This design comes from an exercise in tuning for small area on the open sky130 flow, not from production work. At most, simulation tests tie the RTL to the original design; equivalence was not proved. Only the layout flow was run in run 1; the RTL was not checked for function there.

### run.sh
#!/bin/bash
# synth_recipe.tcl (not shown) runs the flow's synth.tcl, then flattens the netlist and writes it again
# the make line also repeats each setting of config.mk as NAME=value (left out here)
make -C /OpenROAD-flow-scripts/flow DESIGN_CONFIG=/design/flow/config.mk WORK_HOME=/design/flow/orfs CLKGATE_MAP_FILE= SYNTH_SCRIPT=/design/flow/synth_recipe.tcl finish
### config.mk
export PLATFORM = sky130hd
export DESIGN_NAME = pdm_top
export DESIGN_NICKNAME = pdm_top
export VERILOG_FILES = /design/flow/design.v
export SDC_FILE = /design/flow/constraint.sdc
export NUM_CORES = 4
export LEC_CHECK = 0
export CAP_MARGIN = 20
export CORE_MARGIN = 2
export CORE_UTILIZATION = 65
export CTS_BUF_LIST = sky130_fd_sc_hd__clkbuf_4
export CTS_CLUSTER_DIAMETER = 40
export CTS_CLUSTER_SIZE = 12
export PLACE_DENSITY = 0.75
export SLEW_MARGIN = 20
### constraint.sdc
create_clock -name core_clock -period 10.0 [get_ports {clk_i}]
set_input_delay 2.0000 -clock core_clock [delete_from_list [all_inputs] [get_ports {clk_i}]]
set_output_delay 2.0000 -clock core_clock [all_outputs]
set_load 0.01 [all_outputs]
### design.v
module cic_add #(
  parameter W    = 26,
  parameter ARCH = 2
) (
  input  logic [W-1:0] a,
  input  logic [W-1:0] b,
  input  logic         ci,
  output logic [W-1:0] s,
  output logic         co
);
  generate
    if (ARCH == 0) begin : g_plain
      assign {co, s} = {1'b0, a} + {1'b0, b} + {{W{1'b0}}, ci};
    end else if (ARCH == 3) begin : g_cinc
      localparam K  = 9;
      localparam NB = (W + K - 1) / K;
      logic [W-1:0] r;
      logic [W-1:0] s0;
      logic [W-1:0] k;
      logic [NB:0] c;
      assign c[0] = ci;
      for (genvar j = 0; j < NB; j++) begin : g_blk
        localparam BL = j * K;
        localparam BH = (j * K + K > W) ? W - 1 : j * K + K - 1;
        assign r[BL] = 1'b0;
        assign k[BL] = c[j];
        for (genvar i = BL; i <= BH; i++) begin : g_bt
          assign s0[i] = a[i] ^ b[i] ^ r[i];
          if (i < BH) begin : g_k
            assign r[i+1] = (a[i] & b[i]) | (r[i] & (a[i] ^ b[i]));
            assign k[i+1] = s0[i] & k[i];
          end
          assign s[i] = s0[i] ^ k[i];
        end
        assign c[j+1] = (a[BH] & b[BH]) | (r[BH] & (a[BH] ^ b[BH])) | (&s0[BH:BL] & c[j]);
      end
      assign co = c[NB];
    end else begin : g_bk
      localparam L = (W > 64) ? 7 : (W > 32) ? 6 : (W > 16) ? 5 : (W > 8) ? 4 : (W > 4) ? 3 : (W > 2) ? 2 : 1;
      logic [W-1:0] g [2*L];
      logic [W-1:0] p [2*L];
      logic [W-1:0] gf, pf;
      logic [W:0]   c;
      assign g[0] = a & b;
      assign p[0] = a ^ b;
      for (genvar d = 0; d < L; d++) begin : g_up
        for (genvar i = 0; i < W; i++) begin : g_b
          if ((i % (2 << d)) == (2 << d) - 1) begin : g_op
            assign g[d+1][i] = g[d][i] | (p[d][i] & g[d][i - (1 << d)]);
            assign p[d+1][i] = p[d][i] & p[d][i - (1 << d)];
          end else begin : g_pass
            assign g[d+1][i] = g[d][i];
            assign p[d+1][i] = p[d][i];
          end
        end
      end
      for (genvar d = L - 2; d >= 0; d--) begin : g_dn
        for (genvar i = 0; i < W; i++) begin : g_b
          if (i >= (3 << d) - 1 && ((i + 1 - (1 << d)) % (2 << d)) == 0) begin : g_op
            assign g[2*L-1-d][i] = g[2*L-2-d][i] | (p[2*L-2-d][i] & g[2*L-2-d][i - (1 << d)]);
            assign p[2*L-1-d][i] = p[2*L-2-d][i] & p[2*L-2-d][i - (1 << d)];
          end else begin : g_pass
            assign g[2*L-1-d][i] = g[2*L-2-d][i];
            assign p[2*L-1-d][i] = p[2*L-2-d][i];
          end
        end
      end
      assign gf = g[2*L-1];
      assign pf = p[2*L-1];
      assign c[0] = ci;
      for (genvar i = 0; i < W; i++) begin : g_cc
        assign c[i+1] = gf[i] | (pf[i] & ci);
      end
      assign s  = p[0] ^ c[W-1:0];
      assign co = c[W];
    end
  endgenerate
endmodule
module cic_integrator #(
  parameter WIDTH  = 51,
  parameter LO     = 26,
  parameter STAGES = 5,
  parameter ARCH   = 2
) (
  input  logic                  clk_i,
  input  logic                  sel3_i,
  input  logic                  sel1_i,
  input  logic                  dump_i,
  input  logic                  data_i,
  output logic [LO-1:0]         lo_o,    
  output logic [WIDTH-LO-1:0]   hi_o     
);
  localparam HI = WIDTH - LO;
  logic [WIDTH-1:0] r_s0 [STAGES];
  logic [WIDTH-1:0] r_s1 [STAGES];
  logic [WIDTH-1:0] r_s2 [STAGES];
  logic [WIDTH-1:0] r_s3 [STAGES];
  logic             r_c  [STAGES];
  logic             r_dump;
  logic             r_data;
  logic [WIDTH-1:0] s_tap [STAGES];
  always_ff @(posedge clk_i) begin
    r_dump <= dump_i;
    r_data <= data_i;
  end
  genvar i;
  generate
    for (i = 0; i < STAGES; i++) begin : g_st
      logic [LO-1:0] s_acc_lo, s_in_lo, s_sum_lo;
      logic [HI-1:0] s_acc_hi, s_in_hi, s_sum_hi;
      logic          s_co, s_co_hi;
      assign s_tap[i] = ({WIDTH{sel3_i}} & r_s3[i]) | ({WIDTH{sel1_i}} & r_s1[i]);
      if (i == 0) begin : g_in0
        assign s_in_lo = {{(LO-1){~data_i}}, 1'b1};
        assign s_in_hi = {HI{~r_data}};
      end else begin : g_in
        assign s_in_lo = s_tap[i-1][LO-1:0];
        assign s_in_hi = r_s0[i-1][WIDTH-1:LO];
      end
      if (i == STAGES-1) begin : g_dump
        assign s_acc_lo = s_tap[i][LO-1:0] & {LO{~dump_i}};
        assign s_acc_hi = r_s0[i][WIDTH-1:LO] & {HI{~r_dump}};
      end else begin : g_keep
        assign s_acc_lo = s_tap[i][LO-1:0];
        assign s_acc_hi = r_s0[i][WIDTH-1:LO];
      end
      cic_add #(.W(LO), .ARCH(ARCH)) i_add_lo (
        .a(s_acc_lo), .b(s_in_lo), .ci(1'b0), .s(s_sum_lo), .co(s_co));
      cic_add #(.W(HI), .ARCH(ARCH)) i_add_hi (
        .a(s_acc_hi), .b(s_in_hi), .ci(r_c[i]), .s(s_sum_hi), .co(s_co_hi));
      always_ff @(posedge clk_i) begin
        r_s0[i] <= {s_tap[i][WIDTH-1:LO], s_sum_lo};
        r_c[i]  <= s_co;
        r_s1[i] <= {s_sum_hi, r_s0[i][LO-1:0]};
        r_s2[i] <= r_s1[i];
        r_s3[i] <= r_s2[i];
      end
    end
  endgenerate
  assign lo_o = s_tap[STAGES-1][LO-1:0];
  assign hi_o = r_s0[STAGES-1][WIDTH-1:LO];
endmodule
module cic_comb #(
  parameter WIDTH  = 51,
  parameter LO     = 26,
  parameter STAGES = 5,
  parameter ARCH   = 2
) (
  input  logic                clk_i,
  input  logic                sel3_i,
  input  logic                sel1_i,
  input  logic                en_i,
  input  logic [2:0]          shift_i,
  input  logic [LO-1:0]       lo_i,
  input  logic [WIDTH-LO-1:0] hi_i,
  output logic [15:0]         data_o
);
  localparam HI = WIDTH - LO;
  localparam NP = STAGES - 1;   
  logic [WIDTH-1:0] r_c0 [NP];
  logic [WIDTH-1:0] r_c1 [NP];
  logic [WIDTH-1:0] r_c2 [NP];
  logic [WIDTH-1:0] r_c3 [NP];
  logic [15:0]      r_q0 [STAGES];
  logic [15:0]      r_q1 [STAGES];
  logic [15:0]      r_q2 [STAGES];
  logic [15:0]      r_q3 [STAGES];
  logic             r_b  [NP];
  logic             r_en;
  logic [WIDTH-1:0] s_p [NP];
  logic [15:0]      s_q [STAGES];
  logic [LO-1:0]    s_tlo [NP+1];
  logic [HI-1:0]    s_thi [NP+1];
  logic [15:0]      s_win_lo, s_win_hi, s_hi_mask;
  genvar i;
  generate
    for (i = 0; i < NP; i++) begin : g_tap
      assign s_p[i] = ({WIDTH{sel3_i}} & r_c3[i]) | ({WIDTH{sel1_i}} & r_c1[i]);
    end
    for (i = 0; i < STAGES; i++) begin : g_tapq
      assign s_q[i] = ({16{sel3_i}} & r_q3[i]) | ({16{sel1_i}} & r_q1[i]);
    end
  endgenerate
  function automatic logic [15:0] window(input logic [WIDTH-1:0] v, input logic [2:0] s);
    case (s)
      3'd0: window = v[50:35];
      3'd1: window = v[45:30];
      3'd2: window = v[40:25];
      3'd3: window = v[35:20];
      3'd4: window = v[30:15];
      3'd5: window = v[25:10];
      3'd6: window = v[20:5];
      default: window = v[15:0];
    endcase
  endfunction
  generate
    for (i = 0; i < 16; i++) begin : g_mask
      assign s_hi_mask[i] = (35 + i) >= (5 * shift_i + LO);
    end
  endgenerate
  assign s_tlo[0] = lo_i;
  generate
    for (i = 0; i < NP; i++) begin : g_f
      logic s_b;
      cic_add #(.W(LO), .ARCH(ARCH)) i_sub_lo (
        .a(s_tlo[i]), .b(~s_p[i][LO-1:0]), .ci(1'b1), .s(s_tlo[i+1]), .co(s_b));
      always_ff @(posedge clk_i) begin
        r_c0[i] <= {s_p[i][WIDTH-1:LO], en_i ? s_tlo[i] : s_p[i][LO-1:0]};
        r_b[i]  <= s_b;
      end
    end
  endgenerate
  assign s_win_lo = window({{HI{1'b0}}, s_tlo[NP]}, shift_i);
  always_ff @(posedge clk_i) begin
    r_en    <= en_i;
    r_q0[0] <= en_i ? s_win_lo : s_q[0];
  end
  generate
    for (i = 1; i < STAGES; i++) begin : g_fq
      always_ff @(posedge clk_i)
        r_q0[i] <= en_i ? s_q[i-1] : s_q[i];
    end
  endgenerate
  assign s_thi[0] = hi_i;
  generate
    for (i = 0; i < NP; i++) begin : g_g
      logic s_b_hi;
      cic_add #(.W(HI), .ARCH(ARCH)) i_sub_hi (
        .a(s_thi[i]), .b(~r_c0[i][WIDTH-1:LO]), .ci(r_b[i]), .s(s_thi[i+1]), .co(s_b_hi));
      always_ff @(posedge clk_i)
        r_c1[i] <= {r_en ? s_thi[i] : r_c0[i][WIDTH-1:LO], r_c0[i][LO-1:0]};
    end
  endgenerate
  assign s_win_hi = window({s_thi[NP], {LO{1'b0}}}, shift_i);
  always_ff @(posedge clk_i) begin
    r_q1[0] <= (r_en ? (s_hi_mask & s_win_hi) | (~s_hi_mask & r_q0[0]) : r_q0[0]);
  end
  generate
    for (i = 1; i < STAGES; i++) begin : g_gq
      always_ff @(posedge clk_i)
        r_q1[i] <= r_q0[i];
    end
    for (i = 0; i < NP; i++) begin : g_rc
      always_ff @(posedge clk_i) begin
        r_c2[i] <= r_c1[i];
        r_c3[i] <= r_c2[i];
      end
    end
    for (i = 0; i < STAGES; i++) begin : g_rq
      always_ff @(posedge clk_i) begin
        r_q2[i] <= r_q1[i];
        r_q3[i] <= r_q2[i];
      end
    end
  endgenerate
  assign data_o = s_q[STAGES-1];
endmodule
module varcic #(
  parameter STAGES = 5,
  parameter ACC_WIDTH = 51,
  parameter LO = 26,
  parameter ARCH = 3
) (
  input  logic             clk_i,
  input  logic             rstn_i,
  input  logic             cfg_en_i,
  input  logic  [1:0]      cfg_ch_num_i,
  input  logic  [9:0]      cfg_decimation_i,
  input  logic  [2:0]      cfg_shift_i,
  input  logic             data_i,
  input  logic             data_valid_i,
  output logic [15:0]      data_o,
  output logic             data_valid_o
);
logic [9:0] r_sample_nr;
logic [9:0] s_sample_nr;
logic [1:0] r_ch_nr;
logic [1:0] s_ch_nr;
logic       r_en;
logic       s_clr;
logic       s_int_first;    
logic       s_comb_first;   
logic       s_int_first_nxt, s_comb_first_nxt;
logic       r_int_sel3, r_int_sel1;     
logic       r_comb_sel3, r_comb_sel1;   
logic       s_long;         
logic       r_hit;          
logic [2:0] r_shift;
logic       s_last_ch;
logic       s_out_data_valid;
logic [LO-1:0] s_int_lo;
logic [ACC_WIDTH-LO-1:0] s_int_hi;
always_ff @(posedge clk_i)
  r_shift <= cfg_shift_i;
assign s_long = (cfg_ch_num_i == 2'd3);
assign s_clr     = cfg_en_i & !r_en;
assign s_last_ch = (r_ch_nr == cfg_ch_num_i);
always_ff @(posedge clk_i or negedge rstn_i)
begin
  if(~rstn_i)
    r_en <= 'h0;
  else
    r_en <= cfg_en_i;
end
always_comb
begin
  s_sample_nr = r_sample_nr;
  s_ch_nr     = r_ch_nr;
  if (s_clr)
  begin
    s_sample_nr = 0;
    s_ch_nr     = 0;
  end
  else if (data_valid_i)
  begin
    if (s_last_ch)
    begin
      s_ch_nr = 'h0;
      if (r_hit)
        s_sample_nr = 0;
      else
        s_sample_nr = r_sample_nr + 1;
    end
    else
      s_ch_nr = r_ch_nr + 1;
  end
end
always_ff @(posedge clk_i)
begin
  r_sample_nr  <= s_sample_nr;
  r_ch_nr      <= s_ch_nr;
end
always_ff @(posedge clk_i)
  r_hit <= (s_sample_nr == cfg_decimation_i);
assign s_int_first  = ~(r_int_sel3 | r_int_sel1);
assign s_comb_first = ~(r_comb_sel3 | r_comb_sel1);
always_comb
begin
  s_int_first_nxt  = s_int_first;
  s_comb_first_nxt = s_comb_first;
  if (s_clr)
  begin
    s_int_first_nxt  = 1'b1;
    s_comb_first_nxt = 1'b1;
  end
  else if (data_valid_i & s_last_ch)
  begin
    s_int_first_nxt = 1'b0;
    if (r_hit)
      s_comb_first_nxt = 1'b0;
  end
end
always_ff @(posedge clk_i)
begin
  r_int_sel3  <= ~s_int_first_nxt  &  s_long;
  r_int_sel1  <= ~s_int_first_nxt  & ~s_long;
  r_comb_sel3 <= ~s_comb_first_nxt &  s_long;
  r_comb_sel1 <= ~s_comb_first_nxt & ~s_long;
end
assign s_out_data_valid = data_valid_i & r_hit;
assign data_valid_o     = s_out_data_valid;
cic_integrator #(.WIDTH(ACC_WIDTH), .LO(LO), .STAGES(STAGES), .ARCH(ARCH)) i_int (
  .clk_i   ( clk_i            ),
  .sel3_i  ( r_int_sel3       ),
  .sel1_i  ( r_int_sel1       ),
  .dump_i  ( s_out_data_valid ),
  .data_i  ( data_i           ),
  .lo_o    ( s_int_lo         ),
  .hi_o    ( s_int_hi         )
);
cic_comb #(.WIDTH(ACC_WIDTH), .LO(LO), .STAGES(STAGES), .ARCH(2)) i_comb (
  .clk_i   ( clk_i            ),
  .sel3_i  ( r_comb_sel3      ),
  .sel1_i  ( r_comb_sel1      ),
  .en_i    ( s_out_data_valid ),
  .shift_i ( r_shift          ),
  .lo_i    ( s_int_lo         ),
  .hi_i    ( s_int_hi         ),
  .data_o  ( data_o           )
);
endmodule
module pdm_top (
	input  logic          clk_i,
	input  logic          rstn_i,
	output logic          pdm_clk_o,
    input  logic  [1:0]   cfg_pdm_ch_mode_i,
    input  logic  [9:0]   cfg_pdm_decimation_i,
    input  logic  [2:0]   cfg_pdm_shift_i,
    input  logic          cfg_pdm_en_i,
	input  logic          pdm_ch0_i,
	input  logic          pdm_ch1_i,
	output logic   [15:0] pcm_data_o,
	output logic          pcm_data_valid_o,
	input  logic          pcm_data_ready_i
);
	logic [1:0] s_ch_target;
	logic       s_data;
	logic       s_data_valid;
	logic       r_store_ch0;
	logic       r_store_ch1;
	logic       r_store_ch2;
	logic       r_store_ch3;
	logic       r_send_ch0;
	logic       r_send_ch1;
	logic       r_send_ch2;
	logic       r_send_ch3;
	logic       r_data_ch0;
	logic       r_data_ch1;
	logic       r_data_ch2;
	logic       r_data_ch3;
	logic       r_clk;
	logic       r_clk_dly;
	assign pdm_clk_o = r_clk;
	varcic #( 
  		.STAGES(5),
  		.ACC_WIDTH(51)
	) i_varcic (
  		.clk_i            ( clk_i                ),
  		.rstn_i           ( rstn_i               ),
  		.cfg_en_i         ( cfg_pdm_en_i         ),
  		.cfg_ch_num_i     ( s_ch_target          ),
  		.cfg_decimation_i ( cfg_pdm_decimation_i ),
  		.cfg_shift_i      ( cfg_pdm_shift_i      ),
  		.data_i           ( s_data               ),
  		.data_valid_i     ( s_data_valid         ),
  		.data_o           ( pcm_data_o           ),
  		.data_valid_o     ( pcm_data_valid_o     )
	);
	always_comb begin : proc_s_ch_target
		s_ch_target = 0;
		case(cfg_pdm_ch_mode_i)
			2'b00:
				s_ch_target = 0;
			2'b01:
				s_ch_target = 1;
			2'b10:
				s_ch_target = 1;
			2'b11:
				s_ch_target = 3;
		endcase  
	end
	always_ff @(posedge clk_i or negedge rstn_i) begin : proc_r_store
		if(~rstn_i) begin
			r_store_ch0 <= 1;
			r_store_ch1 <= 0;
			r_store_ch2 <= 0;
			r_store_ch3 <= 0;
			r_send_ch0  <= 0;
			r_send_ch1  <= 0;
			r_send_ch2  <= 0;
			r_send_ch3  <= 0;
			r_clk       <= 0;
			r_clk_dly   <= 0;
		end else begin
	  		if(cfg_pdm_en_i)
	  		begin
	        case(cfg_pdm_ch_mode_i)
	        	2'b00:
	        	begin
	        		r_store_ch0 <= ~r_store_ch0;
	        		r_send_ch0  <= ~r_send_ch0;
	        		r_clk <= ~r_clk;
	        	end
	        	2'b01:
	        	begin
	        		r_store_ch0 <= ~r_store_ch0;
	        		r_send_ch0  <= ~r_send_ch0;
	        		r_store_ch1 <= ~r_store_ch1;
	        		r_send_ch1  <=  r_send_ch0;
	        		r_clk <= ~r_clk;
	        	end
	        	2'b10:
	        	begin
	        		r_store_ch0 <= ~r_store_ch0;
	        		r_send_ch0  <= ~r_send_ch0;
	        		r_send_ch1  <=  r_send_ch0;
	        		r_clk <= ~r_clk;
	        	end
	        	2'b11:
	        	begin
	        		r_store_ch0 <=  r_clk_dly & ~r_clk;
	        		r_store_ch2 <= ~r_clk_dly &  r_clk;
	        		r_send_ch0 <= r_store_ch0;
	        		r_send_ch1 <= r_send_ch0;
	        		r_send_ch2 <= r_send_ch1;
	        		r_send_ch3 <= r_send_ch2;
	        		r_clk      <= ~r_clk_dly;
	        		r_clk_dly  <= r_clk;
	        	end
	        endcase  
			end	
			else
			begin
				r_store_ch0 <= 1'b1;
				r_store_ch1 <= 0;
				r_store_ch2 <= 0;
				r_store_ch3 <= 0;
				r_send_ch0  <= 0;
				r_send_ch1  <= 0;
				r_send_ch2  <= 0;
				r_send_ch3  <= 0;
				r_clk       <= 0;
				r_clk_dly   <= 0;
			end
		end
	end
	always_ff @(posedge clk_i) begin : proc_r_data
		if(cfg_pdm_en_i)
		begin
			case(cfg_pdm_ch_mode_i)
				2'b00:
					if(r_store_ch0)
						r_data_ch0 <= pdm_ch0_i;
				2'b01:
				begin
					if(r_store_ch0)
						r_data_ch0 <= pdm_ch0_i;
					if(r_store_ch1)
						r_data_ch1 <= pdm_ch0_i;
				end
				2'b10:
					if(r_store_ch0)
					begin
						r_data_ch0 <= pdm_ch0_i;
						r_data_ch1 <= pdm_ch1_i;
					end
				2'b11:
				begin
					if(r_store_ch0)
					begin
						r_data_ch0 <= pdm_ch0_i;
						r_data_ch1 <= pdm_ch1_i;
					end
					if(r_store_ch2)
					begin
						r_data_ch2 <= pdm_ch0_i;
						r_data_ch3 <= pdm_ch1_i;
					end
				end
			endcase
		end
	end
	always_comb begin : proc_s_data
		if(r_send_ch0)
		begin
				s_data = r_data_ch0;
		end
		else if(r_send_ch1)
		begin
				s_data = r_data_ch1;
		end
		else if(r_send_ch2)
		begin
				s_data = r_data_ch2;
		end
		else
		begin
				s_data = r_data_ch3;
		end
	end
	assign s_data_valid = r_send_ch0 | r_send_ch1 | r_send_ch2 | r_send_ch3;
endmodule
==> results by group, run 1 <==
Floorplan
  – Die H: 335.7 um
  – Die Area: 112700 um^2
  – Initial Util: 0.6562
  – Cell row count: 121
  – Die X: 335.7 um
  – Core area: 109000 um^2
  – I/O pins: 39

Layout
  – # fillers: 7823
  – Share of cells above drive strength 1: 0.06502
  – Final nets: 6560
  – Finished Layout Cells: 7407
  – Area Overhead vs Synth: 6.112%

Setup path
  – Element type at the critical path end: flip-flop
  – Critical path's slowest cell: dfxtp_4
  – CP required: 11.13 ns
  – Worst EP arrival: 10.10 ns
  – Crit Path Max Fanout: 37
  – Startpoint Class: flip-flop
  – CP Class: reg -> reg
  – Crit-path max cell delay: 0.48 ns

Synthesis
  – Mapped cell area: 71530 um^2
  – Post-synthesis async set-or-reset flop share: 0.004543
  – Primary FF master, synth: dfxtp_1
  – Syn_nets: 6480
  – Register area share after synthesis: 0.6173
  – Yosys reg bits: 2201
  – Synth area leader: dfxtp_1
  – Number of synthesized flops with an enable pin: 4
  – Top cells by count, synth: 2187 x dfxtp_1, 426 x ha_1, 412 x inv_1
  – Most common cell in the netlist: dfxtp_1
  – Gate Count Post-Synth: 5808
  – Netlist cell types: 85
  – Synth Warn #: 48
  – Top-area cell type share of the netlist area: 0.6121
  – Mean post-synth cell area: 12.32 um^2
  – Ranking of synthesized cells by area: dfxtp_1 61%, ha_1 7.5%, fa_1 6.3%

Placed design
  – Port Buffer Count: 37
  – HPWL Detailed: 80870 um
  – Final Wtd Congestion: 0.8967
  – Placed cells: 7079

GRT
  – Grt total ovfl: 0
  – Largest net degree at the start of global routing: 152
  – Met3 Track Usage GR: 0.03789
  – Gr busiest metal: met2
  – Vias in the first global route: 40856
  – GR Layer Usage met2: 0.3541
  – Initial antenna violation count: 7
  – First-pass GRT wire length: 200900 um
  – Global Route Usage Sum: 0.2177
  – GR Util met1: 0.2944

Outcome
  – Status: complete, no violations

Routing
  – Post-Route WL: 120100 um
  – Vias: 40085
  – DRC errors left: 0
  – DRT iter0 DRCs: 2082
  – Drt pass-1 iters: 5
  – Vias per cell: 5.412
  – Routed wire length per instance: 16.22 um
  – Antenna viol nets, final: 0

Clock network
  – Clock Pin Slew Worst Setup and Hold Paths: 0.12 ns
  – Post-CTS setup buffers: 0
  – CTS tree: built
  – Hold buffers post-CTS: 0
  – CTS buffer count: 221
  – H-tree Lvls: 4
  – Clock Sinks: 2201
  – Post-cts resize count: 0
  – Root Buffer: clkbuf_4
  – Worst-Skew Late Latency: 1.21 ns
  – Max clock buf depth: 3

STA
  – Fin crit share: 0.8972
  – Setup TNS: 0 ns
  – Max-slew violation count: 0
  – Worst slew margin: 0.2781
  – Final worst path period need: 8.972 ns
  – Endpoints failing setup: 0
  – RSZ-0062 raised after global routing: no
  – Worst slew pin tran: 1.075 ns
  – Hold Fails Final Rpt: 0
  – Final Skew: 0.07202 ns
  – Max Clk Rate: 111.5 MHz

Flow run
  – Max cap viols: 0

Worst hold path
  – Tightest Hold Check Type: reg -> reg
==> per-stage QoR <==
| step | util | hold slack, ns | area, um^2 | worst slack, ns |
|---|---|---|---|---|
| global route | 0.6962 | 0.2621 | 75890 | 0.2689 |
| floorplan | - | 0.3096 | 71530 | 1.927 |
| CTS | 0.6961 | 0.2603 | 75880 | 1.071 |
| global placement | 0.6715 | 0.3096 | 73190 | 1.273 |
| finish | 0.6963 | 0.2796 | 75900 | 1.028 |
| detailed placement | 0.6715 | 0.3121 | 73190 | 1.152 |
==> state kept, by name (all words and copies together) (netlist names), 2 cells and up <==
signal                flops
i_varcic.r_ch_nr          2
i_varcic.i_comb.r_c0    204
i_varcic.i_int.r_s1     255
i_varcic.i_comb.r_c2    204
i_varcic.i_comb.r_b       4
i_varcic.i_comb.r_c1    204
i_varcic.i_comb.r_q1     80
i_varcic.i_int.r_c        5
i_varcic.i_int.r_s3     255
i_varcic.i_int.r_s2     255
i_varcic.i_comb.r_c3    204
i_varcic.r_sample_nr     10
i_varcic.i_comb.r_q3     80
i_varcic.i_comb.r_q2     80
i_varcic.r_shift          3
i_varcic.i_int.r_s0     255
i_varcic.i_comb.r_q0     80
==> layer usage <==
| metal | wire, um | share of wire |
|---|---|---|
| met1 | 57100 | 0.48 |
| met2 | 54990 | 0.46 |
| met3 | 4574 | 0.038 |
| met4 | 3443 | 0.029 |
| met5 | 23 | 0.00019 |
==> cells in the final DEF (no fill, tap or decap), drive strengths merged, types with 23 or more instances in the layout <==
master         Yosys  final
and3              23     23
ha               426    426
xor2              84     84
xnor2            135    135
clkinv             1     33
nand2b            42     42
clkbuf           179    254
nor2b             35     35
a221oi            33     33
a22oi            168    168
a21o              49     49
nand3             43     43
o21ai            163    163
o21a              35     35
a22o             374    374
a21oi            273    273
and2              34     34
mux2i             34     34
nor3              53     53
inv              412    420
fa               225    225
buf               30     29
dfxtp           2187   2187
nand4             29     29
nor2             290    290
nand2            230    230
clkdlybuf4s50      0     37
==> worst paths after layout <==
path / startpoint / to / slack (ns) / cells after the start
worst max-delay path: i_varcic.r_int_sel1 / i_varcic.i_comb.r_q0[0][5] / 1.03 / 39
max in group asynchronous: rstn_i / r_store_ch0 / 8.53 / 1
worst min register to register: i_varcic.i_comb.r_c0[3][15] / i_varcic.i_comb.r_c1[3][15] / 0.28 / 0
worst min-delay path: i_varcic.i_comb.r_c0[3][15] / i_varcic.i_comb.r_c1[3][15] / 0.28 / 0
min in group asynchronous: rstn_i / r_store_ch1 / 1.12 / 1
worst max register to register: i_varcic.r_int_sel1 / i_varcic.i_comb.r_q0[0][5] / 1.03 / 39
==> logic make-up (layout without fill, tap and decap cells) <==
family,count (synthesis),count (layout),share of synthesized area
other,0,10,0
DFF,2201,2201,0.6173
AOI/OAI and AO/OA,1223,1223,0.1227
buffers and inverters,622,797,0.03269
and+or+nand+nor,833,833,0.05386
muxes,57,57,0.008763
xor gates and xnor gates,220,220,0.02713
adders and majority gates,652,652,0.1376
==> critical path, delay by kind of cell (launching register included) <==
family	cells	cell delay, ns
fa+ha+maj	5	1.64
simple gates	10	1.68
flops	1	0.48
buf+inv	1	0.11
xor+xnor	2	0.36
compound gates	21	4.60
==> final cells by class <==
| class | count | area (um^2) | share of cell area |
|---|---|---|---|
| flip-flops and latches | 2201 | 44170 | 0.5820 |
| clock inverters | 64 | 778.2 | 0.01025 |
| well taps | 1414 | 1769 | 0.02331 |
| clock buffers | 254 | 1907 | 0.02512 |
| repair buffers | 66 | 650.6 | 0.008572 |
| diodes | 10 | 25.02 | 0.0003297 |
| multi-input cells | 2985 | 25050 | 0.3300 |
| inverters | 413 | 1553 | 0.02046 |
==> run 2, diff against run 1 <==
--- a/design.v
+++ b/design.v
@@ -87,6 +87,7 @@
   input  logic                  sel1_i,
   input  logic                  dump_i,
   input  logic                  data_i,
+  input  logic [STAGES-1:0]     lsb_i,   
   output logic [LO-1:0]         lo_o,    
   output logic [WIDTH-LO-1:0]   hi_o     
 );
@@ -109,7 +110,8 @@
       logic [LO-1:0] s_acc_lo, s_in_lo, s_sum_lo;
       logic [HI-1:0] s_acc_hi, s_in_hi, s_sum_hi;
       logic          s_co, s_co_hi;
-      assign s_tap[i] = ({WIDTH{sel3_i}} & r_s3[i]) | ({WIDTH{sel1_i}} & r_s1[i]);
+      assign s_tap[i] = {({(WIDTH-1){sel3_i}} & r_s3[i][WIDTH-1:1]) | ({(WIDTH-1){sel1_i}} & r_s1[i][WIDTH-1:1]),
+                         lsb_i[i]};
       if (i == 0) begin : g_in0
         assign s_in_lo = {{(LO-1){~data_i}}, 1'b1};
         assign s_in_hi = {HI{~r_data}};
@@ -151,6 +153,7 @@
   input  logic                sel1_i,
   input  logic                en_i,
   input  logic [2:0]          shift_i,
+  input  logic [STAGES-2:0]   lsb_i,    
   input  logic [LO-1:0]       lo_i,
   input  logic [WIDTH-LO-1:0] hi_i,
   output logic [15:0]         data_o
@@ -175,7 +178,8 @@
   genvar i;
   generate
     for (i = 0; i < NP; i++) begin : g_tap
-      assign s_p[i] = ({WIDTH{sel3_i}} & r_c3[i]) | ({WIDTH{sel1_i}} & r_c1[i]);
+      assign s_p[i] = {({(WIDTH-1){sel3_i}} & r_c3[i][WIDTH-1:1]) | ({(WIDTH-1){sel1_i}} & r_c1[i][WIDTH-1:1]),
+                       lsb_i[i]};
     end
     for (i = 0; i < STAGES; i++) begin : g_tapq
       assign s_q[i] = ({16{sel3_i}} & r_q3[i]) | ({16{sel1_i}} & r_q1[i]);
@@ -286,6 +290,9 @@
 logic       s_long;         
 logic       r_hit;          
 logic [2:0] r_shift;
+logic [STAGES-1:0] r_int_lsb;    
+logic [STAGES-2:0] r_comb_lsb;   
+logic [STAGES-1:0] s_comb_t0;    
 logic       s_last_ch;
 logic       s_out_data_valid;
 logic [LO-1:0] s_int_lo;
@@ -357,6 +364,29 @@
   r_comb_sel3 <= ~s_comb_first_nxt &  s_long;
   r_comb_sel1 <= ~s_comb_first_nxt & ~s_long;
 end
+assign s_comb_t0[0] = r_int_lsb[STAGES-1];
+generate
+  for (genvar j = 0; j < STAGES-1; j++) begin : g_comb_t0
+    assign s_comb_t0[j+1] = s_comb_t0[j] ^ r_comb_lsb[j];
+  end
+endgenerate
+always_ff @(posedge clk_i)
+begin
+  if (s_clr)
+  begin
+    r_int_lsb  <= '0;
+    r_comb_lsb <= '0;
+  end
+  else if (data_valid_i & s_last_ch)
+  begin
+    r_int_lsb[0] <= ~r_int_lsb[0];
+    for (int j = 1; j < STAGES-1; j++)
+      r_int_lsb[j] <= r_int_lsb[j] ^ r_int_lsb[j-1];
+    r_int_lsb[STAGES-1] <= (r_int_lsb[STAGES-1] & ~r_hit) ^ r_int_lsb[STAGES-2];
+    if (r_hit)
+      r_comb_lsb <= s_comb_t0[STAGES-2:0];
+  end
+end
 assign s_out_data_valid = data_valid_i & r_hit;
 assign data_valid_o     = s_out_data_valid;
 cic_integrator #(.WIDTH(ACC_WIDTH), .LO(LO), .STAGES(STAGES), .ARCH(ARCH)) i_int (
@@ -365,6 +395,7 @@
   .sel1_i  ( r_int_sel1       ),
   .dump_i  ( s_out_data_valid ),
   .data_i  ( data_i           ),
+  .lsb_i   ( r_int_lsb        ),
   .lo_o    ( s_int_lo         ),
   .hi_o    ( s_int_hi         )
 );
@@ -374,6 +405,7 @@
   .sel1_i  ( r_comb_sel1      ),
   .en_i    ( s_out_data_valid ),
   .shift_i ( r_shift          ),
+  .lsb_i   ( r_comb_lsb       ),
   .lo_i    ( s_int_lo         ),
   .hi_i    ( s_int_hi         ),
   .data_o  ( data_o           )
--- a/config.mk
+++ b/config.mk
@@ -9,7 +9,7 @@
 export CORE_MARGIN = 2
 export CORE_UTILIZATION = 65
 export CTS_BUF_LIST = sky130_fd_sc_hd__clkbuf_4
-export CTS_CLUSTER_DIAMETER = 40
-export CTS_CLUSTER_SIZE = 12
+export CTS_CLUSTER_DIAMETER = 50
+export CTS_CLUSTER_SIZE = 11
 export PLACE_DENSITY = 0.75
 export SLEW_MARGIN = 20
==> results by group, run 2 <==
Synthesis
  – Top-area cell type share of the netlist area: 0.6100
  – Mean post-synth cell area: 12.27 um^2
  – Number of synthesized flops with an enable pin: 4
  – Most common cell in the netlist: dfxtp_1
  – Mapped cell area: 70890 um^2
  – Register area share after synthesis: 0.6152
  – Primary FF master, synth: dfxtp_1
  – Gate Count Post-Synth: 5780
  – Synth Warn #: 48
  – Syn_nets: 6453
  – Ranking of synthesized cells by area: dfxtp_1 61%, ha_1 7.5%, fa_1 6.4%
  – Top cells by count, synth: 2160 x dfxtp_1, 427 x ha_1, 400 x inv_1
  – Post-synthesis async set-or-reset flop share: 0.004600
  – Netlist cell types: 88
  – Synth area leader: dfxtp_1
  – Yosys reg bits: 2174

Setup path
  – CP most frequent cell: a21o_1
  – Crit-path max cell delay: 0.66 ns
  – Worst EP arrival: 9.49 ns
  – Crit Path Max Fanout: 36
  – CP required: 11.01 ns
  – Critical path's slowest cell: dfxtp_4
  – Element type at the critical path end: flip-flop
  – Startpoint Class: flip-flop
  – CP Class: reg -> reg

STA
  – Setup TNS: 0 ns
  – Max Clk Rate: 117.8 MHz
  – Final worst path period need: 8.487 ns
  – RSZ-0062 raised after global routing: no
  – Hold Fails Final Rpt: 0
  – Max-slew violation count: 0
  – Worst slew margin: 0.3445
  – Endpoints failing setup: 0
  – Fin crit share: 0.8487
  – Final Skew: 0.05246 ns
  – Worst slew pin tran: 0.9833 ns
  – Hold_ws: 0.2935 ns

GRT
  – Global Route Usage Sum: 0.2203
  – GR Layer Usage met2: 0.3566
  – First-pass GRT wire length: 201600 um
  – Grt total ovfl: 0
  – Largest net degree at the start of global routing: 146
  – Met3 Track Usage GR: 0.03404
  – Gr busiest metal: met2
  – Vias in the first global route: 40470
  – GR Util met1: 0.3053
  – Initial antenna violation count: 3

Routing
  – Post-Route WL: 120600 um
  – DRT iter0 DRCs: 1809
  – Routed wire length per instance: 16.49 um
  – Vias per cell: 5.454
  – DRC errors left: 0
  – Vias: 39900
  – Antenna viol nets, final: 0
  – Drt pass-1 iters: 5

Floorplan
  – Die Area: 111700 um^2
  – Die X: 334.3 um
  – Initial Util: 0.6531
  – I/O pins: 39
  – Cell row count: 121
  – Die H: 334.3 um
  – Core area: 108600 um^2

Clock network
  – Post-cts resize count: 0
  – Post-CTS setup buffers: 0
  – Max clock buf depth: 3
  – Worst-Skew Late Latency: 1.16 ns
  – CTS tree: built
  – Root Buffer: clkbuf_4
  – H-tree Lvls: 4
  – Hold buffers post-CTS: 0
  – Clock Sinks: 2174
  – Clock Pin Slew Worst Setup and Hold Paths: 0.12 ns
  – CTS buffer count: 219

Placed design
  – Port Buffer Count: 37
  – Placed cells: 7058
  – HPWL Detailed: 82480 um
  – Final Wtd Congestion: 0.9026

Outcome
  – Status: complete, no violations

Layout
  – Final nets: 6538
  – Finished Layout Cells: 7316
  – Area Overhead vs Synth: 5.072%
  – Multi-input logic area: 25000 um^2
  – Fin util: 0.6862
  – Most common cell after layout, fill and taps aside: dfxtp_1
  – Most frequent cells in the layout: 2155 x dfxtp_1, 427 x ha_1, 399 x inv_1
  – Share of cells above drive strength 1: 0.05853
  – Sequential Area: 43630 um^2
  – # fillers: 7951

Worst hold path
  – Tightest Hold Check Type: reg -> reg

Flow run
  – Max cap viols: 0
[run 2: cells by family after synthesis]
| group | count (synthesis) | share of synthesized area |
|---|---|---|
| AO/OA/AOI/OAI | 1224 | 0.1240 |
| XOR/XNOR | 200 | 0.02490 |
| adder cells (fa/ha/maj) | 653 | 0.1391 |
| buffers and inverters | 610 | 0.03235 |
| flip-flops | 2174 | 0.6152 |
| multiplexers | 67 | 0.009725 |
| AND/OR/NAND/NOR | 852 | 0.05473 |
[run 2: worst max-delay path: cells and delay by family (launching register included)]
family,cells,cell delay (ns)
compound gates,20,3.80
fa+ha+maj,4,1.37
simple gates,8,1.29
xor+xnor,4,0.78
flops,1,0.66
mux,1,0.28
buf+inv,2,0.16
[run 2: final timing paths]
kind / startpoint / end / slack, ns / cells after the start
max: i_varcic.r_comb_sel1 / i_varcic.i_comb.r_q0[0][14] / 1.51 / 39
min: i_varcic.i_comb.r_c0[0][1] / i_varcic.i_comb.r_c1[0][1] / 0.29 / 0
max reg2reg: i_varcic.r_comb_sel1 / i_varcic.i_comb.r_q0[0][14] / 1.51 / 39
min reg2reg: i_varcic.i_comb.r_c0[0][1] / i_varcic.i_comb.r_c1[0][1] / 0.29 / 0
max in group asynchronous: rstn_i / r_store_ch0 / 8.45 / 1
min in group asynchronous: rstn_i / i_varcic.r_en / 1.19 / 1
[run 2: layout make-up]
cell class	instances	area share
Tap cell	1414	0.02375
Multi-Input combinational cell	2996	0.3356
Inverter	402	0.02029
Clock buffer	233	0.02348
Timing Repair Buffer	72	0.008667
Clock inverter	17	0.002234
Antenna cell	8	0.0002688
Sequential cell	2174	0.5857
[run 2: layer usage]
layer / share of wire / up-vias
met4: 0.025 / 0
met3: 0.033 / 223
met1: 0.49 / 19085
met5: 0 / -
li1: - / 20005
met2: 0.46 / 587
[run 2: metrics by stage]
| stage | setup WS, ns | area [um^2] |
|---|---|---|
| floorplan | 2.437 | 70890 |
| global route | 0.6970 | 74480 |
| CTS | 1.506 | 74470 |
| detailed placement | 1.596 | 72550 |
| global placement | 1.708 | 72550 |
| finish | 1.513 | 74490 |
==> run 3, diff against run 2 <==
--- a/config.mk
+++ b/config.mk
@@ -8,8 +8,8 @@
 export CAP_MARGIN = 20
 export CORE_MARGIN = 2
 export CORE_UTILIZATION = 65
-export CTS_BUF_LIST = sky130_fd_sc_hd__clkbuf_4
-export CTS_CLUSTER_DIAMETER = 50
-export CTS_CLUSTER_SIZE = 11
+export CTS_BUF_LIST = sky130_fd_sc_hd__clkbuf_8
+export CTS_CLUSTER_DIAMETER = 60
+export CTS_CLUSTER_SIZE = 18
 export PLACE_DENSITY = 0.75
 export SLEW_MARGIN = 20
==> results by group, run 3 <==
Synthesis
  – Top-area cell type share of the netlist area: 0.6100
  – Yosys reg bits: 2174
  – Largest family of logic cells by synthesized area: adder cells
  – Synth Area in Adders: 0.1391
  – Fraction of synthesized area in multiplexers: 0.009725
  – Most common cell in the netlist: dfxtp_1
  – Mapped cell area: 70890 um^2
  – Gate Count Post-Synth: 5780
  – XOR/XNOR Fraction of Synth Area: 0.02490
  – Post-synthesis async set-or-reset flop share: 0.004600
  – Netlist cell types: 88
  – Top cells by count, synth: 2160 x dfxtp_1, 427 x ha_1, 400 x inv_1
  – Primary FF master, synth: dfxtp_1
  – Register area share after synthesis: 0.6152
  – Mean post-synth cell area: 12.27 um^2
  – Synth Warn #: 48
  – Synth area leader: dfxtp_1
  – Ranking of synthesized cells by area: dfxtp_1 61%, ha_1 7.5%, fa_1 6.4%
  – Syn_nets: 6453
  – Compound-gate portion of the synthesized area: 0.1240
  – Synth Area in Simple Gates: 0.05473
  – Number of synthesized flops with an enable pin: 4

GRT
  – First-pass GRT wire length: 199400 um
  – Largest net degree at the start of global routing: 146
  – Vias in the first global route: 39769
  – Met3 Track Usage GR: 0.03015
  – Gr busiest metal: met2
  – Global Route Usage Sum: 0.2184
  – GR Layer Usage met2: 0.3545
  – GR Util met1: 0.3049
  – Grt total ovfl: 0
  – Initial antenna violation count: 3

Worst hold path
  – Tightest Hold Check Type: reg -> reg

Floorplan
  – Die Area: 111700 um^2
  – Die X: 334.3 um
  – Cell row count: 121
  – Initial Util: 0.6531
  – Core area: 108600 um^2
  – I/O pins: 39
  – Die H: 334.3 um

Setup path
  – CP Class: reg -> reg
  – Critical path's slowest cell: dfxtp_4
  – Worst EP arrival: 9.23 ns
  – Crit Path Max Fanout: 36
  – CP required: 10.72 ns
  – CP most frequent cell: a21o_1
  – Crit-path max cell delay: 0.64 ns
  – Element type at the critical path end: flip-flop
  – Startpoint Class: flip-flop

Outcome
  – Status: complete, no violations

Clock network
  – Clock Pin Slew Worst Setup and Hold Paths: 0.10 ns
  – Root Buffer: clkbuf_8
  – Hold buffers post-CTS: 0
  – H-tree Lvls: 4
  – Post-cts resize count: 0
  – Worst-Skew Late Latency: 0.86 ns
  – CTS buffer count: 144
  – CTS tree: built
  – Clock Sinks: 2174
  – Post-CTS setup buffers: 0
  – Max clock buf depth: 3

Routing
  – Vias per cell: 5.438
  – Routed wire length per instance: 16.54 um
  – DRT iter0 DRCs: 1834
  – DRC errors left: 0
  – Post-Route WL: 119900 um
  – Drt pass-1 iters: 5
  – Vias: 39428
  – Antenna viol nets, final: 0

Placed design
  – Placed cell areas: 72550 um^2
  – HPWL Detailed: 82480 um
  – Port Buffer Count: 37
  – Final Wtd Congestion: 0.9026

STA
  – Endpoints failing setup: 0
  – Final Skew: 0.03226 ns
  – Worst slew margin: 0.3396
  – Worst slew pin tran: 0.9907 ns
  – Max Clk Rate: 117.5 MHz
  – Max-slew violation count: 0
  – Setup TNS: 0 ns
  – Final worst path period need: 8.509 ns
  – Hold Fails Final Rpt: 0
  – Fin crit share: 0.8509
  – RSZ-0062 raised after global routing: no

Layout
  – Most frequent cells in the layout: 2155 x dfxtp_1, 427 x ha_1, 407 x inv_1
  – Share of cells above drive strength 1: 0.04782
  – Most common cell after layout, fill and taps aside: dfxtp_1
  – # fillers: 7815
  – Fin util: 0.6909
  – Design Area, Final: 75000 um^2
  – Area Overhead vs Synth: 5.796%
  – Final nets: 6463

Flow run
  – Max cap viols: 0
run 3: critical path: cells and delay by family, from the launching register on:
family                   cells  cell delay (ns)
AO/OA/AOI/OAI               20             3.85
adder cells (fa/ha/maj)      4             1.37
AND/OR/NAND/NOR              8             1.29
XOR/XNOR                     4             0.77
flip-flops                   1             0.64
multiplexers                 1             0.27
buffers and inverters        2             0.16
run 3: cell families (layout without fill, tap and decap cells):
family,Yosys count,in the layout
compound gates,1224,1224
xor+xnor,200,200
fa+ha+maj,653,653
buf+inv,610,664
flops,2174,2174
mux,67,67
other cells,0,2
simple gates,852,852
run 3: cell type report:
cell class                 count  area [um^2]  share of cell area
clock buffer                 154         2120             0.02826
inverter                     402         1511             0.02015
tap                         1414         1769             0.02359
sequential                  2174        43630              0.5817
antenna                        2        5.005          0.00006673
timing repair buffer          72        645.6            0.008608
clock inverter                36        324.1            0.004321
multi-input combinational   2996        25000              0.3333
run 3: per-stage QoR:
step / std cells / hold WS [ns] / setup slack [ns]
2_1_floorplan: 5780 / 0.3096 / 2.437
3_3_place_gp: 7058 / 0.3095 / 1.708
3_5_place_dp: 7058 / 0.3121 / 1.596
4_1_cts: 7248 / 0.3118 / 1.518
5_1_grt: 7250 / 0.3212 / 0.7097
6_report: 7250 / 0.3182 / 1.491
run 3: worst paths after layout:
| kind | from | endpoint | slack (ns) | depth (start not counted) |
|---|---|---|---|---|
| min | i_varcic.i_int.r_s2[0][47] | i_varcic.i_int.r_s3[0][47] | 0.32 | 0 |
| min in group asynchronous | rstn_i | i_varcic.r_en | 1.47 | 1 |
| max | i_varcic.r_comb_sel1 | i_varcic.i_comb.r_q0[0][14] | 1.49 | 39 |
| max reg2reg | i_varcic.r_comb_sel1 | i_varcic.i_comb.r_q0[0][14] | 1.49 | 39 |
| max in group asynchronous | rstn_i | r_store_ch0 | 8.18 | 1 |
| min reg2reg | i_varcic.i_int.r_s2[0][47] | i_varcic.i_int.r_s3[0][47] | 0.32 | 0 |
run 3: per-layer routing:
metal	up-vias	wire, um
li1	19764	-
met1	18925	58160
met2	545	54890
met3	194	3900
met4	0	2988
met5	-	0
==> run 4, diff against run 3 <==
--- a/design.v
+++ b/design.v
@@ -11,6 +11,14 @@
   generate
     if (ARCH == 0) begin : g_plain
       assign {co, s} = {1'b0, a} + {1'b0, b} + {{W{1'b0}}, ci};
+    end else if (ARCH == 1) begin : g_ripple
+      logic [W:0] c;
+      assign c[0] = ci;
+      for (genvar i = 0; i < W; i++) begin : g_b
+        assign s[i]   = a[i] ^ b[i] ^ c[i];
+        assign c[i+1] = (a[i] & b[i]) | (c[i] & (a[i] ^ b[i]));
+      end
+      assign co = c[W];
     end else if (ARCH == 3) begin : g_cinc
       localparam K  = 9;
       localparam NB = (W + K - 1) / K;
@@ -80,7 +88,8 @@
   parameter WIDTH  = 51,
   parameter LO     = 26,
   parameter STAGES = 5,
-  parameter ARCH   = 2
+  parameter ARCH   = 2,
+  parameter HARCH  = 1
 ) (
   input  logic                  clk_i,
   input  logic                  sel3_i,
@@ -128,7 +137,7 @@
       end
       cic_add #(.W(LO), .ARCH(ARCH)) i_add_lo (
         .a(s_acc_lo), .b(s_in_lo), .ci(1'b0), .s(s_sum_lo), .co(s_co));
-      cic_add #(.W(HI), .ARCH(ARCH)) i_add_hi (
+      cic_add #(.W(HI), .ARCH(HARCH)) i_add_hi (
         .a(s_acc_hi), .b(s_in_hi), .ci(r_c[i]), .s(s_sum_hi), .co(s_co_hi));
       always_ff @(posedge clk_i) begin
         r_s0[i] <= {s_tap[i][WIDTH-1:LO], s_sum_lo};
@@ -229,7 +238,7 @@
   generate
     for (i = 0; i < NP; i++) begin : g_g
       logic s_b_hi;
-      cic_add #(.W(HI), .ARCH(ARCH)) i_sub_hi (
+      cic_add #(.W(HI), .ARCH(1)) i_sub_hi (
         .a(s_thi[i]), .b(~r_c0[i][WIDTH-1:LO]), .ci(r_b[i]), .s(s_thi[i+1]), .co(s_b_hi));
       always_ff @(posedge clk_i)
         r_c1[i] <= {r_en ? s_thi[i] : r_c0[i][WIDTH-1:LO], r_c0[i][LO-1:0]};
@@ -262,7 +271,7 @@
 module varcic #(
   parameter STAGES = 5,
   parameter ACC_WIDTH = 51,
-  parameter LO = 26,
+  parameter LO = 38,
   parameter ARCH = 3
 ) (
   input  logic             clk_i,
==> results by group, run 4 <==
Synthesis
  – Synth area leader: dfxtp_1
  – Top cells by count, synth: 2160 x dfxtp_1, 347 x nor2_1, 313 x ha_1
  – Syn_nets: 5999
  – Register area share after synthesis: 0.6340
  – Yosys reg bits: 2174
  – Number of synthesized flops with an enable pin: 4
  – Netlist cell types: 88
  – Mapped cell area: 68790 um^2
  – Top-area cell type share of the netlist area: 0.6286
  – Most common cell in the netlist: dfxtp_1
  – Gate Count Post-Synth: 5390
  – Synth Warn #: 45
  – Primary FF master, synth: dfxtp_1
  – Post-synthesis async set-or-reset flop share: 0.004600
  – Mean post-synth cell area: 12.76 um^2
  – Ranking of synthesized cells by area: dfxtp_1 63%, fa_1 8.0%, ha_1 5.7%

STA
  – Final Skew: 0.03833 ns
  – Max Clk Rate: 107.0 MHz
  – Fin worst setup slack: 0.6556 ns
  – Fin crit share: 0.9344
  – Worst slew pin tran: 1.061 ns
  – Hold Fails Final Rpt: 0
  – Max-slew violation count: 0
  – Worst slew margin: 0.2859
  – Setup TNS: 0 ns
  – Final worst path period need: 9.344 ns
  – Hold_ws: 0.3080 ns
  – RSZ-0062 raised after global routing: no
  – Endpoints failing setup: 0

Routing
  – Routed wire length per instance: 17.42 um
  – DRT iter0 DRCs: 1784
  – DRC errors left: 0
  – Antenna viol nets, final: 0
  – Drt pass-1 iters: 6
  – Vias: 37254
  – Post-Route WL: 119400 um
  – Vias per cell: 5.439

GRT
  – Initial antenna violation count: 1
  – Global Route Usage Sum: 0.2255
  – Largest net degree at the start of global routing: 194
  – Grt total ovfl: 0
  – Vias in the first global route: 38017
  – First-pass GRT wire length: 196500 um

Clock network
  – Hold buffers post-CTS: 0
  – Clock Sinks: 2174
  – Max clock buf depth: 3
  – Root Buffer: clkbuf_8
  – Worst-Skew Late Latency: 0.87 ns
  – CTS buffer count: 145
  – CTS tree: built
  – Clock Pin Slew Worst Setup and Hold Paths: 0.12 ns
  – H-tree Lvls: 4

Setup path
  – Element type at the critical path end: flip-flop
  – Crit-path max cell delay: 0.54 ns
  – Worst EP arrival: 10.06 ns
  – Critical path's slowest cell: dfxtp_4
  – Register-to-register setup slack: 0.66 ns
  – Crit Reg-Reg Startpoint: i_varcic.r_int_sel1
  – Crit Path Max Fanout: 26
  – CP Class: reg -> reg
  – Startpoint Class: flip-flop
  – CP required: 10.72 ns
  – CP Launch Point: i_varcic.r_int_sel1

Floorplan
  – Core area: 105100 um^2
  – Initial Util: 0.6544
  – Die Area: 108500 um^2
  – I/O pins: 39
  – Die X: 329.3 um
  – Cell row count: 119
  – Die H: 329.3 um

Layout
  – Multi-input logic area: 23490 um^2
  – Final nets: 6022
  – Finished Layout Cells: 6850
  – Most frequent cells in the layout: 2155 x dfxtp_1, 346 x nor2_1, 313 x ha_1
  – Fin util: 0.6960
  – Share of cells above drive strength 1: 0.05295
  – Area Overhead vs Synth: 6.350%
  – # fillers: 7508
  – Sequential Area: 43630 um^2
  – Most common cell after layout, fill and taps aside: dfxtp_1

Placed design
  – Pre-CTS setup slack: 0.5412 ns
  – Placed cells: 6656
  – HPWL Detailed: 82720 um
  – Final Wtd Congestion: 0.8800
  – Port Buffer Count: 37

Flow run
  – Max cap viols: 0

Outcome
  – Status: complete, no violations

Worst hold path
  – Hold Startpoint: i_varcic.i_comb.r_c0[3][37]
  – Tightest Hold Check Type: reg -> reg
-- run 4: cell types whose count changed in the layout (fill, tap and decap cells not counted), moves of 35 or more --
| cell | before | now |
|---|---|---|
| a21oi_1 | 257 | 301 |
| a22o_1 | 358 | 303 |
| a22oi_1 | 179 | 229 |
| fa_1 | 225 | 275 |
| ha_1 | 427 | 313 |
| inv_1 | 407 | 277 |
| nand2_1 | 238 | 140 |
| nor2_1 | 311 | 346 |
| o21ai_0 | 155 | 55 |
-- run 4: worst paths after layout --
path                                                to  depth (start not counted)
max                         i_varcic.i_comb.r_q0[0][6]                         44
max in group asynchronous                  r_store_ch0                          1
min in group asynchronous                        r_clk                          1
min reg2reg                i_varcic.i_comb.r_c1[3][37]                          0
min                        i_varcic.i_comb.r_c1[3][37]                          0
max reg2reg                 i_varcic.i_comb.r_q0[0][6]                         44
-- run 4: per-stage QoR --
stage | cell area [um^2]
6_report | 73160
5_1_grt | 73160
3_3_place_gp | 70510
3_5_place_dp | 70510
4_1_cts | 73070
2_1_floorplan | 68790
-- run 4: area by class of cell --
cell class / count / share of cell area
clock buffers: 154 / 0.02897
repair buffers: 78 / 0.009834
inverters: 271 / 0.01390
flip-flops and latches: 2174 / 0.5964
well taps: 1391 / 0.02379
multi-input cells: 2743 / 0.3210
diodes: 1 / 0.00003420
clock inverters: 38 / 0.006020
-- run 4: kinds of logic after synthesis --
logic type	Yosys count	share of synthesized area
simple gates	758	0.05084
xor+xnor	165	0.02101
buf+inv	473	0.02588
flops	2174	0.6340
mux	60	0.009003
fa+ha+maj	588	0.1370
compound gates	1172	0.1223
-- run 4: routing by layer --
layer	routed length, um	GRT usage
met2	55130	0.3658
met5	0	0
met1	56050	0.3083
met3	3702	0.03107
met4	4477	0.09071
-- run 4: repair_timing --
action | CTS | global route
endpoints found under the setup margin | 0 | 12
setup buffers | 0 | 1
gates resized for setup | 0 | 14
-- run 4: worst max-delay path, delay by kind of cell, from the launching register on --
kind | cells | cell delay [ns]
AOI/OAI and AO/OA | 23 | 4.46
xor gates and xnor gates | 4 | 0.65
and+or+nand+nor | 13 | 2.25
adders and majority gates | 4 | 1.25
DFF | 1 | 0.54
==> run 5, diff against run 4 <==
--- a/design.v
+++ b/design.v
@@ -271,7 +271,7 @@
 module varcic #(
   parameter STAGES = 5,
   parameter ACC_WIDTH = 51,
-  parameter LO = 38,
+  parameter LO = 35,
   parameter ARCH = 3
 ) (
   input  logic             clk_i,
==> results by group, run 5 <==
Outcome
  – Status: complete, no violations

Synthesis
  – Register area share after synthesis: 0.6366
  – Most common cell in the netlist: dfxtp_1
  – Netlist cell types: 83
  – Top cells by count, synth: 2160 x dfxtp_1, 318 x a22o_1, 297 x inv_1
  – Top-area cell type share of the netlist area: 0.6311
  – Mapped cell area: 68510 um^2
  – Mean post-synth cell area: 12.96 um^2
  – Syn_nets: 5887
  – Post-synthesis async set-or-reset flop share: 0.004600
  – Yosys reg bits: 2174
  – Synth Warn #: 45
  – Ranking of synthesized cells by area: dfxtp_1 63%, fa_1 8.5%, ha_1 5.3%
  – Gate Count Post-Synth: 5286
  – Synth area leader: dfxtp_1
  – Number of synthesized flops with an enable pin: 4
  – Primary FF master, synth: dfxtp_1

Setup path
  – Critical path's slowest cell: fa_1
  – Worst EP arrival: 10.09 ns
  – Reg2reg end: i_varcic.i_comb.r_q1[0][14]
  – Crit Path Max Fanout: 3
  – Crit Reg-Reg Startpoint: i_varcic.i_int.r_s0[4][35]
  – Startpoint Class: flip-flop
  – Element type at the critical path end: flip-flop
  – Register-to-register setup slack: 0.68 ns
  – CP Launch Point: i_varcic.i_int.r_s0[4][35]
  – Worst Reg-to-Reg Cells: 25
  – Crit-path max cell delay: 0.58 ns
  – CP Class: reg -> reg
  – CP required: 10.77 ns
  – CP most frequent cell: fa_1

Clock network
  – Hold buffers post-CTS: 0
  – Clock Sinks: 2174
  – CTS buffer count: 145
  – H-tree Lvls: 4
  – Clock Pin Slew Worst Setup and Hold Paths: 0.10 ns
  – Worst-Skew Late Latency: 0.88 ns
  – CTS tree: built
  – Max clock buf depth: 3
  – Root Buffer: clkbuf_8

Floorplan
  – Initial Util: 0.6527
  – Die Area: 108000 um^2
  – Die H: 328.7 um
  – Die X: 328.7 um
  – I/O pins: 39
  – Cell row count: 119
  – Core area: 105000 um^2

STA
  – RSZ-0062 raised after global routing: no
  – Final Skew: 0.04395 ns
  – Final worst path period need: 9.323 ns
  – Setup TNS: 0 ns
  – Worst slew pin tran: 1.190 ns
  – Fin crit share: 0.9323
  – Max-slew violation count: 0
  – Fin worst setup slack: 0.6770 ns
  – Max Clk Rate: 107.3 MHz
  – Worst slew margin: 0.2050
  – Endpoints failing setup: 0
  – Hold Fails Final Rpt: 0

Routing
  – Top layer in use: met4
  – Post-Route WL: 111600 um
  – Met2 WL post-DR: 50570 um
  – Drt pass-1 iters: 5
  – DRC errors left: 0
  – Metal3 WL: 3782 um
  – Vias: 36356
  – Antenna viol nets, final: 0
  – Vias per cell: 5.387
  – Routed wire length per instance: 16.54 um
  – DRT iter0 DRCs: 1892
  – Met1 WL: 54770 um

Placed design
  – Pre-CTS setup slack: 0.5461 ns
  – HPWL Detailed: 75760 um
  – Final Wtd Congestion: 0.8616
  – Port Buffer Count: 37

Worst hold path
  – Hold Path End: i_varcic.i_comb.r_c3[1][30]
  – Tightest Hold Check Type: reg -> reg
  – Hold path depth: 0
  – Hold Startpoint: i_varcic.i_comb.r_c2[1][30]

Layout
  – Most common cell after layout, fill and taps aside: dfxtp_1
  – Area Overhead vs Synth: 6.058%
  – Most frequent cells in the layout: 2155 x dfxtp_1, 318 x a22o_1, 308 x inv_1
  – Final nets: 5901
  – Share of cells above drive strength 1: 0.05234
  – # fillers: 7373

Flow run
  – Max cap viols: 0

GRT
  – Global Route Usage Sum: 0.2125
  – Vias in the first global route: 37154
  – Largest net degree at the start of global routing: 142
  – Initial antenna violation count: 2
  – First-pass GRT wire length: 187100 um
  – Grt total ovfl: 0
## run 5: area by class of cell
cell class / instances / area (um^2) / share of cell area
Clock buffer: 153 / 2106 / 0.02898
Antenna cell: 8 / 20.02 / 0.0002755
Timing Repair Buffer: 66 / 628.1 / 0.008644
Tap cell: 1391 / 1740 / 0.02395
Inverter: 298 / 1120 / 0.01541
Clock inverter: 44 / 389.1 / 0.005355
Sequential cell: 2174 / 43630 / 0.6005
Multi-Input combinational cell: 2615 / 23030 / 0.3169
## run 5: what timing repair did
item | in CTS | in global routing
endpoints found under the setup margin | 0 | 11
resized for setup | 0 | 1
buffers inserted | 0 | 2
endpoints found under the hold margin | 0 | 0
## run 5: worst max path at each step
stage / to / slack [ns] / cells past startpoint
2_1_floorplan: i_varcic.i_comb.r_q1[0][14] / 1.16 / 27
3_3_place_gp: i_varcic.i_comb.r_q1[0][14] / 0.68 / 27
3_5_place_dp: i_varcic.i_comb.r_q0[0][14] / 0.55 / 38
4_1_cts: i_varcic.i_comb.r_q0[0][14] / 0.46 / 38
5_1_grt: i_varcic.i_comb.r_q0[0][14] / 0.06 / 38
6_report: i_varcic.i_comb.r_q1[0][14] / 0.68 / 25
## run 5: cells by family (layout without fill, tap and decap cells)
group           after synthesis  in the layout  share of synthesized area
flops                      2174           2174                     0.6366
compound gates             1138           1138                     0.1210
xor+xnor                    155            155                    0.01992
mux                          83             83                    0.01251
other cells                   0              8                          0
fa+ha+maj                   580            580                     0.1377
buf+inv                     497            561                    0.02754
simple gates                659            659                    0.04474
## run 5: metal layers
metal,vias up,global-route usage
met1,17619,0.3008
li1,18091,-
met2,463,0.3400
met5,-,0
met3,183,0.03648
met4,0,0.05857
## run 5: per-stage QoR
step                hold WS, ns  cell area (um^2)  cells    util
floorplan                0.3096             68510   5286       -
global placement         0.3095             70110   6542  0.6679
detailed placement       0.3121             70110   6542  0.6679
CTS                      0.3025             72610   6739  0.6917
global route             0.3065             72660   6747  0.6922
finish                   0.3062             72660   6749  0.6922
## run 5: critical path, delay by kind of cell, from the launching register on
kind,cells,cell delay (ns)
AOI/OAI and AO/OA,3,0.62
adders and majority gates,18,7.99
buffers and inverters,4,0.28
DFF,1,0.34

[re-timing with driven ports]
The flow's constraints put no driver on any port. The routed layouts listed below were extracted and timed again, unchanged, in two steps.
Step 1 sets driving cells, clkbuf_16 on the clock port and buf_2 on the other inputs (assumed; they add their load-dependent delay and slew).
Step 2 adds t to the input delays and takes it off the output delays; t is the mean of the earliest and latest rising clock arrival at the registers after step 1. Input paths then give back, and output paths get back, about the clock's delay inside the block.
Three values: no drivers, after step 1, after step 2; two values: the first two.
| run | t, ns | setup WS [ns] | hold slack, ns |
|---|---|---|---|
| run 1 | 1.243 | 1.028 / 1.028 / 1.028 | 0.280 / 0.280 / 0.280 |
| run 2 | 1.192 | 1.513 / 1.513 / 1.513 | 0.293 / 0.293 / 0.293 |
| run 3 | 0.911 | 1.491 / 1.491 / 1.491 | 0.318 / 0.318 / 0.318 |
| run 4 | 0.911 | 0.656 / 0.656 / 0.656 | 0.308 / 0.308 / 0.308 |
| run 5 | 0.928 | 0.677 / 0.677 / 0.677 | 0.306 / 0.306 / 0.306 |
After both steps setup and hold are still met in every run listed.
